This is an optimization exercise on Yosys and OpenROAD, whose aim is small area and a short achievable clock period, not a production implementation.
Only simulation tests tie the RTL to the original design; equivalence was not proved.
Power is estimated from default activity; no workload was simulated.

[constraint.sdc]
create_clock -name core_clock -period 20.0 [get_ports {clk}]
set_input_delay 4.0000 -clock core_clock [delete_from_list [all_inputs] [get_ports {clk}]]
set_output_delay 4.0000 -clock core_clock [all_outputs]
set_load 0.01 [all_outputs]
[run.sh]
#!/bin/bash
# synth_recipe.tcl (not shown) runs the flow's synth.tcl, then flattens the netlist and writes it again
# the make line also repeats each setting of config.mk as NAME=value (left out here)
make -C /OpenROAD-flow-scripts/flow DESIGN_CONFIG=/design/flow/config.mk WORK_HOME=/design/flow/orfs CLKGATE_MAP_FILE= SYNTH_SCRIPT=/design/flow/synth_recipe.tcl finish
[design.v]
`timescale 1ns / 1ps
module CPU_TOP(clk, reset, switches, leds,
               imem_addr, imem_data,
               dmem_addr, dmem_wdata, dmem_we, dmem_rdata);
    input clk, reset;
    input[23:0] switches;
    output wire [23:0] leds;
    output wire [13:0] imem_addr;
    input  wire [31:0] imem_data;
    output wire [13:0] dmem_addr;
    output wire [31:0] dmem_wdata;
    output wire        dmem_we;
    input  wire [31:0] dmem_rdata;
    wire cpu_clock;
    wire Branch, nBranch, Jmp, Jal, Jr, Zero, RegWrite, RegDst;
    wire [31:0] Instruction; 
    wire [31:0] Addr_Result; 
    wire [31:0] Read_data_1;     
    wire [31:0] Read_data_2; 
    wire [31:0] read_data;
    wire [31:0] link_addr;
    wire [31:0] branch_base_addr;
    wire [31:0] pco;
    wire [31:0] Imme_extend;
    wire        ALUSrc;  
    wire        MemorIOtoReg; 
    wire        MemRead; 
    wire        MemWrite;
    wire        IORead;
    wire        IOWrite;
    wire        I_format;
    wire        Sftmd;
    wire [1:0]  ALUOp;
    wire [31:0] ALU_Result; 
    wire [31:0] read_data_from_memory; 
    wire [31:0] address; 
    wire [31:0] write_data; 
    wire [15:0] ioread_data;
    wire        switchcs;
    wire [15:0] switchrdata; 
    wire        ledcs;
    assign cpu_clock = clk;
    ControllerIO controller(
        .Opcode(Instruction[31:26]), 
        .Function_opcode(Instruction[5:0]), 
        .Jr(Jr), 
        .Jmp(Jmp), 
        .Jal(Jal), 
        .Branch(Branch), 
        .nBranch(nBranch),
        .RegDST(RegDst), 
        .Alu_resultHigh(ALU_Result[31:10]), 
        .MemorIOtoReg(MemorIOtoReg), 
        .RegWrite(RegWrite), 
        .MemRead(MemRead), 
        .MemWrite(MemWrite), 
        .IORead(IORead), 
        .IOWrite(IOWrite), 
        .ALUSrc(ALUSrc), 
        .I_format(I_format), 
        .Sftmd(Sftmd), 
        .ALUOp(ALUOp)
    );
    assign dmem_addr = address[15:2];
    assign dmem_wdata = write_data;
    assign dmem_we = MemWrite;
    assign read_data_from_memory = dmem_rdata;
    ALU alu(
        .Read_data_1(Read_data_1), 
        .Read_data_2(Read_data_2), 
        .Imme_extend(Imme_extend), 
        .Function_opcode(Instruction[5:0]), 
        .opcode(Instruction[31:26]), 
        .ALUOp(ALUOp), 
        .Shamt(Instruction[10:6]), 
        .Sftmd(Sftmd), 
        .ALUSrc(ALUSrc), 
        .I_format(I_format), 
        .Jr(Jr), 
        .PC_plus_4(branch_base_addr),
        .Zero(Zero), 
        .ALU_Result(ALU_Result), 
        .Addr_Result(Addr_Result)
    );
    Decoder decoder(
        .read_data_1(Read_data_1),
        .read_data_2(Read_data_2),
        .Instruction(Instruction),
        .read_data(read_data),
        .ALU_result(ALU_Result),
        .Jal(Jal),
        .RegWrite(RegWrite),
        .MemtoReg(MemorIOtoReg),
        .RegDst(RegDst),
        .imme_extend(Imme_extend),
        .clock(cpu_clock),
        .reset(reset),
        .opcplus4(link_addr)
    );
    IFetch fetchInstru(
        .Instruction(Instruction), 
        .branch_base_addr(branch_base_addr),
        .Addr_result(Addr_Result),
        .Read_data_1(Read_data_1),
        .Branch(Branch),
        .nBranch(nBranch),
        .Jmp(Jmp),
        .Jal(Jal),
        .Jr(Jr),
        .Zero(Zero),
        .clock(cpu_clock),
        .reset(reset),
        .link_addr(link_addr),
        .pco(pco),
        .imem_addr(imem_addr),
        .imem_data(imem_data)
    );
    Switch in_put(
        .switclk(cpu_clock),
        .switrst(reset), 
        .switchread(IORead), 
        .switchcs(switchcs),
        .switchaddr(address[1:0]), 
        .switchrdata(switchrdata), 
        .switch_i(switches)
    );
    LED out_put(
        .led_clk(cpu_clock), 
        .ledrst(reset), 
        .ledwrite(IOWrite), 
        .ledcs(ledcs), 
        .ledaddr(address[1:0]),
        .ledwdata(write_data[15:0]), 
        .ledout(leds)
    );
    assign ioread_data = switchrdata;
    MemOrIO muxx(
        .mRead(MemRead), 
        .mWrite(MemWrite), 
        .ioRead(IORead), 
        .ioWrite(IOWrite),
        .addr_in(ALU_Result), 
        .addr_out(address), 
        .m_rdata(read_data_from_memory), 
        .io_rdata(ioread_data), 
        .r_wdata(read_data), 
        .r_rdata(Read_data_2), 
        .write_data(write_data), 
        .LEDCtrl(ledcs), 
        .SwitchCtrl(switchcs)
    );
endmodule
`timescale 1ns / 1ps
module ControllerIO(Opcode, Function_opcode, Jr, Jmp, Jal, Branch, nBranch, RegDST, 
    Alu_resultHigh, 
    MemorIOtoReg, RegWrite, 
    MemRead, MemWrite, 
    IORead, IOWrite, 
    ALUSrc, I_format, Sftmd, ALUOp);
    input[5:0]   Opcode;     
    input[5:0]   Function_opcode;   
    input[21:0]  Alu_resultHigh;  
    output       Jr;         
    output       Jmp;        
    output       Jal;        
    output       Branch;     
    output       nBranch;    
    output       RegDST;     
    output       RegWrite;   
    output       MemWrite;   
    output       MemorIOtoReg;  
    output       MemRead;  
    output       IORead;  
    output       IOWrite;  
    output       ALUSrc;     
    output       I_format;   
    output       Sftmd;      
    output[1:0]  ALUOp;
    wire R_format, sw, lw;
    assign Jr = ((Function_opcode == 6'b001000) && (Opcode == 6'b000000)) ? 1'b1 : 1'b0;
    assign Jmp = (Opcode == 6'b000010) ? 1'b1 : 1'b0;
    assign Jal =  (Opcode == 6'b000011) ? 1'b1 : 1'b0;
    assign Branch =  (Opcode == 6'b000100) ? 1'b1 : 1'b0;
    assign nBranch = (Opcode == 6'b000101) ? 1'b1 : 1'b0;
    assign R_format = (Opcode == 6'b000000) ? 1'b1 : 1'b0;
    assign I_format = (Opcode[5:3] == 3'b001) ? 1'b1 : 1'b0;
    assign RegDST = R_format && (~I_format && ~lw);
    assign RegWrite = ((R_format || Jal || I_format || lw) && !(Jr)) ? 1'b1 : 1'b0;
    assign sw = (Opcode == 6'b101011) ? 1'b1 : 1'b0;
    assign lw = (Opcode == 6'b100011) ? 1'b1 : 1'b0;
    assign MemWrite = (sw  == 1'b1 && (Alu_resultHigh[21:0] != 22'h3FFFFF)) ? 1'b1 : 1'b0;
    assign MemRead = (lw  == 1'b1 && (Alu_resultHigh[21:0] != 22'h3FFFFF)) ? 1'b1 : 1'b0;
    assign IORead = (lw  == 1'b1 && (Alu_resultHigh[21:0] == 22'h3FFFFF)) ? 1'b1 : 1'b0;
    assign IOWrite = (sw  == 1'b1 && (Alu_resultHigh[21:0] == 22'h3FFFFF)) ? 1'b1 : 1'b0;
    assign MemorIOtoReg = IORead || MemRead;
    assign ALUOp = {(R_format || I_format), (Branch || nBranch)};
    assign Sftmd =  ((Function_opcode[5:3] == 3'b000) && R_format)? 1'b1:1'b0;
    assign ALUSrc = (I_format || lw || sw) ? 1'b1:1'b0;
endmodule
`timescale 1ns / 1ps
module ALU(
    Read_data_1, Read_data_2, Imme_extend, Function_opcode, opcode, ALUOp, Shamt, Sftmd, ALUSrc, I_format, Jr, PC_plus_4,
    Zero, ALU_Result, Addr_Result
);
    input [31:0] Read_data_1;            
    input [31:0] Read_data_2;            
    input [31:0] Imme_extend;            
    input [5:0] Function_opcode;         
    input [5:0] opcode;                  
    input [4:0] Shamt;                   
    input [31:0] PC_plus_4;              
    input [1:0] ALUOp;                   
    input ALUSrc;                        
    input I_format;                      
    input Sftmd;                         
    input Jr;                            
    output Zero;                         
    output reg [31:0] ALU_Result;        
    output [31:0] Addr_Result;           
    wire[31:0] Ainput,Binput;            
    wire[5:0] Exe_code;                  
    wire[2:0] ALU_ctl;                   
    wire[2:0] Sftm;                      
    reg[31:0] Shift_Result;              
    wire[32:0] Branch_Addr;              
    assign Sftm = Function_opcode[2:0];
    assign Ainput = Read_data_1;
    assign Binput = (ALUSrc == 1'b0) ? Read_data_2 : Imme_extend;
    assign Exe_code = (I_format == 1'b0) ? Function_opcode : { 3'b000 , opcode[2:0] };
    assign ALU_ctl[0] = (Exe_code[0] | Exe_code[3]) & ALUOp[1];
    assign ALU_ctl[1] = ( (!Exe_code[2]) | (!ALUOp[1]) );
    assign ALU_ctl[2] = (Exe_code[1] & ALUOp[1]) | ALUOp[0];
    assign Zero = ALU_output_mux == 32'd0 ? 1'b1 : 1'b0;
    assign Branch_Addr = PC_plus_4[31:2] + Imme_extend;
    assign Addr_Result = Branch_Addr;
    always @* begin  
        if(Sftmd) begin
            case(Sftm[2:0]) 
                3'b000:Shift_Result = Binput << Shamt;  
                3'b010:Shift_Result = Binput >> Shamt;  
                3'b100:Shift_Result = Binput << Ainput;  
                3'b110:Shift_Result = Binput >> Ainput;  
                3'b011:Shift_Result = $signed(Binput) >>> Shamt;  
                3'b111:Shift_Result = $signed(Binput) >>> Ainput;  
                default:Shift_Result = Binput; 
            endcase 
        end
        else begin
            Shift_Result = Binput; 
        end
    end
    reg[31:0] ALU_output_mux;            
    always @(ALU_ctl or Ainput or Binput) begin
        case (ALU_ctl)
            3'b000 : ALU_output_mux = Ainput & Binput;
            3'b001 : ALU_output_mux = Ainput | Binput;
            3'b010 : ALU_output_mux = Ainput + Binput;
            3'b011 : ALU_output_mux = Ainput + Binput; 
            3'b100 : ALU_output_mux = Ainput ^ Binput; 
            3'b101 : ALU_output_mux = ~(Ainput | Binput); 
            3'b110 : ALU_output_mux = Ainput - Binput;
            3'b111 : ALU_output_mux = Ainput - Binput; 
            default: ALU_output_mux = 32'h00000000;
        endcase
    end
    always @* begin 
        if(((ALU_ctl==3'b111) && (Exe_code[3]==1))||((ALU_ctl[2:1]==2'b11) && (I_format==1))) begin 
            ALU_Result =  ($signed(Ainput) < $signed(Binput)) ? 32'd1 : 32'd0; 
        end
        else if((ALU_ctl==3'b101) && (I_format==1)) begin 
            ALU_Result[31:0]={Binput[15:0],{16{1'b0}}}; 
        end
        else if(Sftmd==1) begin
            ALU_Result = Shift_Result; 
        end
        else begin
            ALU_Result = ALU_output_mux[31:0]; 
        end 
    end
endmodule
`timescale 1ns / 1ps
module Decoder(read_data_1,
                read_data_2, 
                Instruction, 
                read_data, 
                ALU_result, 
                Jal, 
                RegWrite, 
                MemtoReg, 
                RegDst, 
                imme_extend, 
                clock, 
                reset, 
                opcplus4);
    input[31:0]  Instruction;
    input[31:0]  read_data;  
    input[31:0]  ALU_result;
    input        Jal; 
    input        RegWrite;
    input        MemtoReg;
    input        RegDst;
    input        clock, reset;
    input[31:0]  opcplus4;       
    output[31:0] read_data_1;
    output[31:0] read_data_2;
    output[31:0] imme_extend;
    reg   [31:0] register_bud [0:31];
    wire  [4:0] rs, rt, rd;
    wire  [4:0] writereg;
    wire  [15:0] imm = {16{Instruction[15]}};
    wire  rst;
    assign rs = Instruction[25:21];
    assign rt = Instruction[20:16];
    assign rd = Instruction[15:11];
    assign read_data_1 = (rs == 0) ? 32'b0 : register_bud[rs];
    assign read_data_2 = (rt == 0) ? 32'b0 : register_bud[rt];
    assign imme_extend = {imm, Instruction[15:0]};
    assign rst = ~reset;
    always @(posedge clock or negedge rst) begin
        if (rst == 1'b0) begin
            register_bud[1] <= 32'b0;
            register_bud[2] <= 32'b0;
            register_bud[3] <= 32'b0;
            register_bud[4] <= 32'b0;
            register_bud[5] <= 32'b0;
            register_bud[6] <= 32'b0;
            register_bud[7] <= 32'b0;
            register_bud[8] <= 32'b0;
            register_bud[9] <= 32'b0;
            register_bud[10]<= 32'b0;
            register_bud[11]<= 32'b0;
            register_bud[12]<= 32'b0;
            register_bud[13]<= 32'b0;
            register_bud[14]<= 32'b0;
            register_bud[15]<= 32'b0;
            register_bud[16]<= 32'b0;
            register_bud[17]<= 32'b0;
            register_bud[18]<= 32'b0;
            register_bud[19]<= 32'b0;
            register_bud[20]<= 32'b0;
            register_bud[21]<= 32'b0;
            register_bud[22]<= 32'b0;
            register_bud[23]<= 32'b0;
            register_bud[24]<= 32'b0;
            register_bud[25]<= 32'b0;
            register_bud[26]<= 32'b0;
            register_bud[27]<= 32'b0;
            register_bud[28]<= 32'b0;
            register_bud[29]<= 32'b0;
            register_bud[30]<= 32'b0;
            register_bud[31]<= 32'b0;
        end
        else begin
            if (Jal == 1'b1) begin
                register_bud[31] <= opcplus4;
            end
            else if (RegWrite == 1'b1) begin
                if (MemtoReg == 1'b1) begin
                    if (RegDst == 1'b1 && rd != 0) begin
                        register_bud[rd] <= read_data;
                    end 
                    else if (rt != 0) begin
                        register_bud[rt] <= read_data;
                    end
                end 
                else begin
                    if (RegDst == 1'b1 && rd != 0) begin
                        register_bud[rd] <= ALU_result;
                    end 
                    else if (rt != 0) begin
                        register_bud[rt] <= ALU_result;
                    end
                end
            end
        end
    end
endmodule
`timescale 1ns / 1ps
module IFetch(
    Instruction, 
    branch_base_addr,
    Addr_result,
    Read_data_1,
    Branch,
    nBranch,
    Jmp,
    Jal,
    Jr,
    Zero,
    clock,
    reset,
    link_addr,
    pco,
    imem_addr,
    imem_data
    );
    input[31:0]  Addr_result;
    input[31:0]  Read_data_1;
    input        Branch;
    input        nBranch;
    input        Jmp;
    input        Jal;
    input        Jr;
    input        Zero;
    input        clock;
    input        reset;    
    input [31:0] imem_data;
    output     [31:0] Instruction;            
    output     [31:0] branch_base_addr;
    output     [31:0] link_addr;
    output reg [31:0] pco;       
    output     [13:0] imem_addr;
    reg [31:0] next_pc;
    wire [31:0] pc_plus4;
    assign pc_plus4[31:2] = pco[31:2] + 1'b1;
    assign pc_plus4[1:0] = pco[1:0];
    assign branch_base_addr = pc_plus4;
    assign imem_addr = pco[15:2];
    assign Instruction = imem_data;
    assign link_addr = next_pc / 4;
    always @(*) begin
         if(Jr == 1'b1)begin
            next_pc = Read_data_1 * 4;
         end
         else if((Branch == 1'b1 && Zero == 1'b1) || (nBranch == 1'b1 && Zero == 1'b0)) begin
            next_pc = Addr_result * 4;
         end
         else begin
            next_pc = branch_base_addr;
         end
    end
    always @(posedge clock or posedge reset) begin
        if (reset) begin
            pco <= 32'h0000_0000;
        end 
        else if (Jal == 1'b1 || Jmp == 1'b1) begin
            pco <= {4'b0000, Instruction[27:2], 2'b0};
        end
        else begin
            pco <= next_pc;
        end
    end
endmodule
`timescale 1ns / 1ps
module MemOrIO( mRead, mWrite, ioRead, ioWrite,addr_in, addr_out, m_rdata, io_rdata, r_wdata, r_rdata, write_data, LEDCtrl, SwitchCtrl); 
    input mRead;  
    input mWrite;  
    input ioRead;  
    input ioWrite;  
    input[31:0] addr_in;  
    output[31:0] addr_out;  
    input[31:0] m_rdata;  
    input[15:0] io_rdata;  
    output[31:0] r_wdata;  
    input[31:0] r_rdata;  
    output reg[31:0] write_data;  
    output LEDCtrl;  
    output SwitchCtrl;  
    assign addr_out = addr_in;
    assign r_wdata = (ioRead == 1'b1) ? {16'h0000, io_rdata} : m_rdata;
    assign LEDCtrl = (ioWrite == 1'b1) ? 1'b1 : 1'b0;
    assign SwitchCtrl = (ioRead == 1'b1) ? 1'b1 : 1'b0;
    always @(*) begin
        if ((mWrite==1)||(ioWrite==1)) begin
            write_data = ((mWrite == 1'b1) ? r_rdata : {16'b0000000000000000, r_rdata[15:0]});
        end
        else begin
            write_data = 32'h00000000; 
        end
    end
endmodule
`timescale 1ns / 1ps
module Switch(switclk, switrst, switchread, switchcs,switchaddr, switchrdata, switch_i);
    input switclk;
    input switrst;
    input switchcs;
    input[1:0] switchaddr;
    input switchread;
    output reg [15:0] switchrdata;
    input [23:0] switch_i;
    reg [15:0] switchreg;
    always @(*) begin
        if(switchcs && switchread) begin
            if(switchaddr==2'b00)
                switchrdata = switch_i[15:0];    
            else if(switchaddr==2'b10)
                switchrdata = { 8'h00, switch_i[23:16] };  
            else 
                switchrdata = switchreg;
        end
        else begin
            switchrdata = switchreg;
        end
    end
    always@(posedge switclk or posedge switrst) begin
        if(switrst) begin
            switchreg <= 0;
        end
        else begin
            switchreg <= switchrdata;
        end
    end
endmodule
`timescale 1ns / 1ps
`timescale 1ns / 1ps
module LED(led_clk, ledrst, ledwrite, ledcs, ledaddr,ledwdata, ledout);
    input led_clk;    		     
    input ledrst; 		         
    input ledwrite;		       	 
    input ledcs;		      	 
    input[1:0] ledaddr;	         
    input[15:0] ledwdata;	  	 
    output[23:0] ledout;		 
    reg [23:0] ledout;
    always@(posedge led_clk or posedge ledrst) begin
        if(ledrst) begin
            ledout <= 24'h000000;
        end
		else if(ledcs && ledwrite) begin
			if(ledaddr == 2'b00)
				ledout[23:0] <= { ledout[23:16], ledwdata[15:0] };
			else if(ledaddr == 2'b10 )
				ledout[23:0] <= { ledwdata[7:0], ledout[15:0] };
			else
				ledout <= ledout;
        end
		else begin
            ledout <= ledout;
        end
    end
endmodule
[config.mk]
export PLATFORM = sky130hd
export DESIGN_NAME = CPU_TOP
export DESIGN_NICKNAME = CPU_TOP
export VERILOG_FILES = /design/flow/design.v
export SDC_FILE = /design/flow/constraint.sdc
export NUM_CORES = 4
export LEC_CHECK = 0
export CAP_MARGIN = 20
export CELL_PAD_IN_SITES_DETAIL_PLACEMENT = 1
export CELL_PAD_IN_SITES_GLOBAL_PLACEMENT = 2
export CORE_MARGIN = 2
export CORE_UTILIZATION = 25
export PLACE_DENSITY = 0.3
export SLEW_MARGIN = 20
==> run notes <==
synthesized netlist by cell type (all sizes together), types with 15 or more instances:
cell type  instances
dfrtp           1062
nand2            887
and3             744
o21ai            709
nor2             693
clkbuf           682
a21oi            597
nand3            330
mux2             318
a2111oi          221
mux2i            201
a22oi            185
buf              177
nand4            170
inv              137
ha               126
nor3             124
a221oi           101
a31oi             91
o211ai            78
a211oi            75
nor4              68
a22o              55
o31ai             55
xnor2             49
nand2b            43
a21o              41
and2              41
o22ai             36
nor2b             33
nand3b            30
o21a              29
or2               26
a2bb2oi           25
o221ai            24
or3               24
a221o             21
a211o             20
and4              20
nor3b             18
o311ai            17
or3b              15
or4               15
xor2              15
metal layers:
layer / GRT usage (%) / up-vias / wire length (um)
met1: 50.9 / 42700 / 248000
met3: 8.67 / 1423 / 49200
met5: 0 / - / 146
li1: - / 32300 / -
met2: 61.8 / 4711 / 267000
met4: 27.6 / 24 / 49200
layout make-up:
cell class / count / area, um2
repair buffers: 682 / 5780
well taps: 3900 / 4880
clock inverters: 41 / 539
diodes: 47 / 118
multi-input cells: 6627 / 43300
clock buffers: 208 / 4350
flip-flops and latches: 1062 / 26600
fillers: 33400 / 205000
inverters: 142 / 537
layout by cell type, fill, tap and decap left out, types with 51 or more instances in the layout:
master,n
dfrtp_1,1062
nand2_1,869
and3_1,717
o21ai_0,673
nor2_1,623
a21oi_1,576
buf_4,491
nand3_1,329
mux2_2,307
a2111oi_0,210
mux2i_1,194
a22oi_1,182
nand4_1,169
clkdlybuf4s50_1,163
clkbuf_16,153
inv_1,129
ha_1,126
nor3_1,116
a221oi_1,98
o211ai_1,78
a31oi_1,72
a211oi_1,64
nor4_1,56
a22o_1,53
o31ai_1,51
flip-flops by register name, indices dropped and copies added (netlist names):
signal	cells
in_put.switchreg	16
out_put.ledout	24
fetchInstru.pco	30
decoder.register_bud	992
per-stage QoR:
step / setup slack (ns) / cells / instance area [um2]
final: 0.986 / 12700 / 86100
after floorplan: 1.35 / 8692 / 72900
after CTS: 1.40 / 12700 / 85900
after global placement: 1.18 / 12400 / 80800
after detailed placement: 1.42 / 12400 / 81000
after global routing: 0.817 / 12700 / 86000
worst min-delay path: stages, from the launching register on:
cell and delay [ns]:
dfrtp_1 0.33, nand2_1 0.04, o21ai_0 0.06
kinds of logic after synthesis:
group | share of synthesized area (%)
AOI/OAI and AO/OA | 23.4
and+or+nand+nor | 22.9
DFF | 36.5
muxes | 8.11
buffers and inverters | 6.07
adders and majority gates | 2.25
xor gates and xnor gates | 0.769
worst paths after layout:
check | from | to | slack, ns | depth (start not counted)
max | imem_data[17] | dmem_wdata[18] | 0.99 | 31
min | in_put.switchreg[1] | in_put.switchreg[1] | 0.48 | 2
max reg2reg | decoder.register_bud[7][8] | decoder.register_bud[31][29] | 8.67 | 30
min reg2reg | in_put.switchreg[1] | in_put.switchreg[1] | 0.48 | 2
max in group asynchronous | reset | decoder.register_bud[24][18] | 12.84 | 6
min in group asynchronous | reset | decoder.register_bud[8][5] | 3.66 | 2
power by group:
part / leakage [nW] / switching (mW) / internal (mW)
sequential: 14.3 / 0.448 / 2.47
clock: 2.39 / 1.15 / 1.65
combinational: 21.5 / 2.24 / 0.868
==> impl_metrics.tcl <==
set metrics [dict create \
    cts_setup_buffers 0 \
    finClkSkew_ns 0.100 \
    arrival_ns 15.01 \
    clkTransAtPathRegs_ns 0.06 \
    wire_per_inst_um 48.3 \
    wl_um 614000 \
    numCtsBuffers 148 \
    synth_edf_count 0 \
    grt_max_degree 145 \
    port_buffers 174 \
    crit_required_ns 16.00 \
    hold_viol 0 \
    synth_cell_types 135 \
    ant_nets 0 \
    rsz0062_at_grt "no" \
    irDropWorstVdd_mv 0.0655 \
    postSynth.asyncResetShare_pct 100 \
    nNetsFinal 8882 \
    areaGrowthSynthToFinish_pct 18.1 \
    p_leak_nw 38.2 \
    cts.path.max_buffers 4 \
    synth_area_leaders "dfrtp_1 (36%), and3_1 (6.2%), mux2_2 (4.7%), o21ai_0 (4.7%), nand2_1 (4.6%)" \
    grtUsageTotal_pct 40.4 \
    synth.top_cell.area_share_pct 36.5 \
    hp-class "reg -> reg" \
    finish.utilization_pct 29.6 \
    slowest_delay_ns 1.11 \
    synth_warnings 7 \
    cp-end-kind "output pin" \
    syn-instance-count 8692 \
    crit_family "simple AND/OR/NAND/NOR gates" \
    clockRootBuffer "clkbuf_16" \
    syn_area_um2 72900 \
    cp-start-kind "input pin" \
    cts_tree "done" \
    drive_gt1_share_pct 16.4 \
    maxSlewViolCount 0 \
    cts_sinks 1062 \
    drc 0 \
    overflow 0 \
    critical-path-slowest-cell "nor2_4" \
    core_area_um2 291000 \
    vias_per_cell 6.39 \
    place_congestion 0.987 \
    yosysSeqAreaShare_pct 36.5 \
    insertion_delay_ns 0.88 \
    io_pins 175 \
    final.min_clock_period_ns 19.01 \
    rows 198 \
    min_period_over_period_pct 95.1 \
    outcome "complete, no violations" \
    vias 81200 \
    syn-num-nets 8911 \
    dieArea_um2 296000 \
    synth_top_area_cell "dfrtp_1" \
    setup_tns_ns 0 \
    dpl.hpwl_um 443000 \
    grt_pass1_wl_um 803000 \
    cts.repair.resized 0 \
    first_global_vias 78600 \
    setup-violations-final 0 \
    synthFlopType "dfrtp_1" \
    h-tree-depth 4 \
    start_util_pct 25.1 \
    syn_avg_cell_area_um2 8.39 \
    synth_seq_cells 1062 \
    drt-initial-drc-count 9688 \
    die_x_um 544 \
    fp.dieH_um 544 \
    crit_top_cell "buf_4" \
    fmax_mhz 52.6 \
    worstSetupPathType "in -> out" \
    p_per_area_nw_per_um2 103 \
    critPathBufInv 6 \
    whs_ns 0.476 \
    drv_cap 0 \
    antenna_found_initial 83 \
    postCtsHoldBufs 0 \
    cp_max_fo 44 \
    tightest_slew_ns 1.28 \
    power.total_mw 8.82 \
    relSlewSlack_pct 14.6 \
    drtPass1Iterations 5 \
]

[static timing again, ports no longer ideal]
The flow's constraints put no driver on any port. The routed layout listed below was extracted and timed again, unchanged, in two steps.
Step 1: set_driving_cell puts a clkbuf_16 on clk and a buf_2 on each other input, an assumption about the parent block.
Step 2 adds t to the input delays and takes it off the output delays; t is the mean of the earliest and latest rising clock arrival at the registers after step 1. Input paths then give back, and output paths get back, about the clock's delay inside the block.
Three values: no drivers, after step 1, after step 2; two values: the first two.
shift t [ns]: 0.933
setup slack, ns: 0.986 / 0.957 / 0.957
clock arrival spread, ns: 0.100 / 0.100
worst data-port slew with drivers (ns): 0.16
cell pins on the clock port's net: 1
After both steps this run still meets setup and hold. The setup slack of this run moves by -0.029 ns with the drivers and by -0.029 ns with both steps.
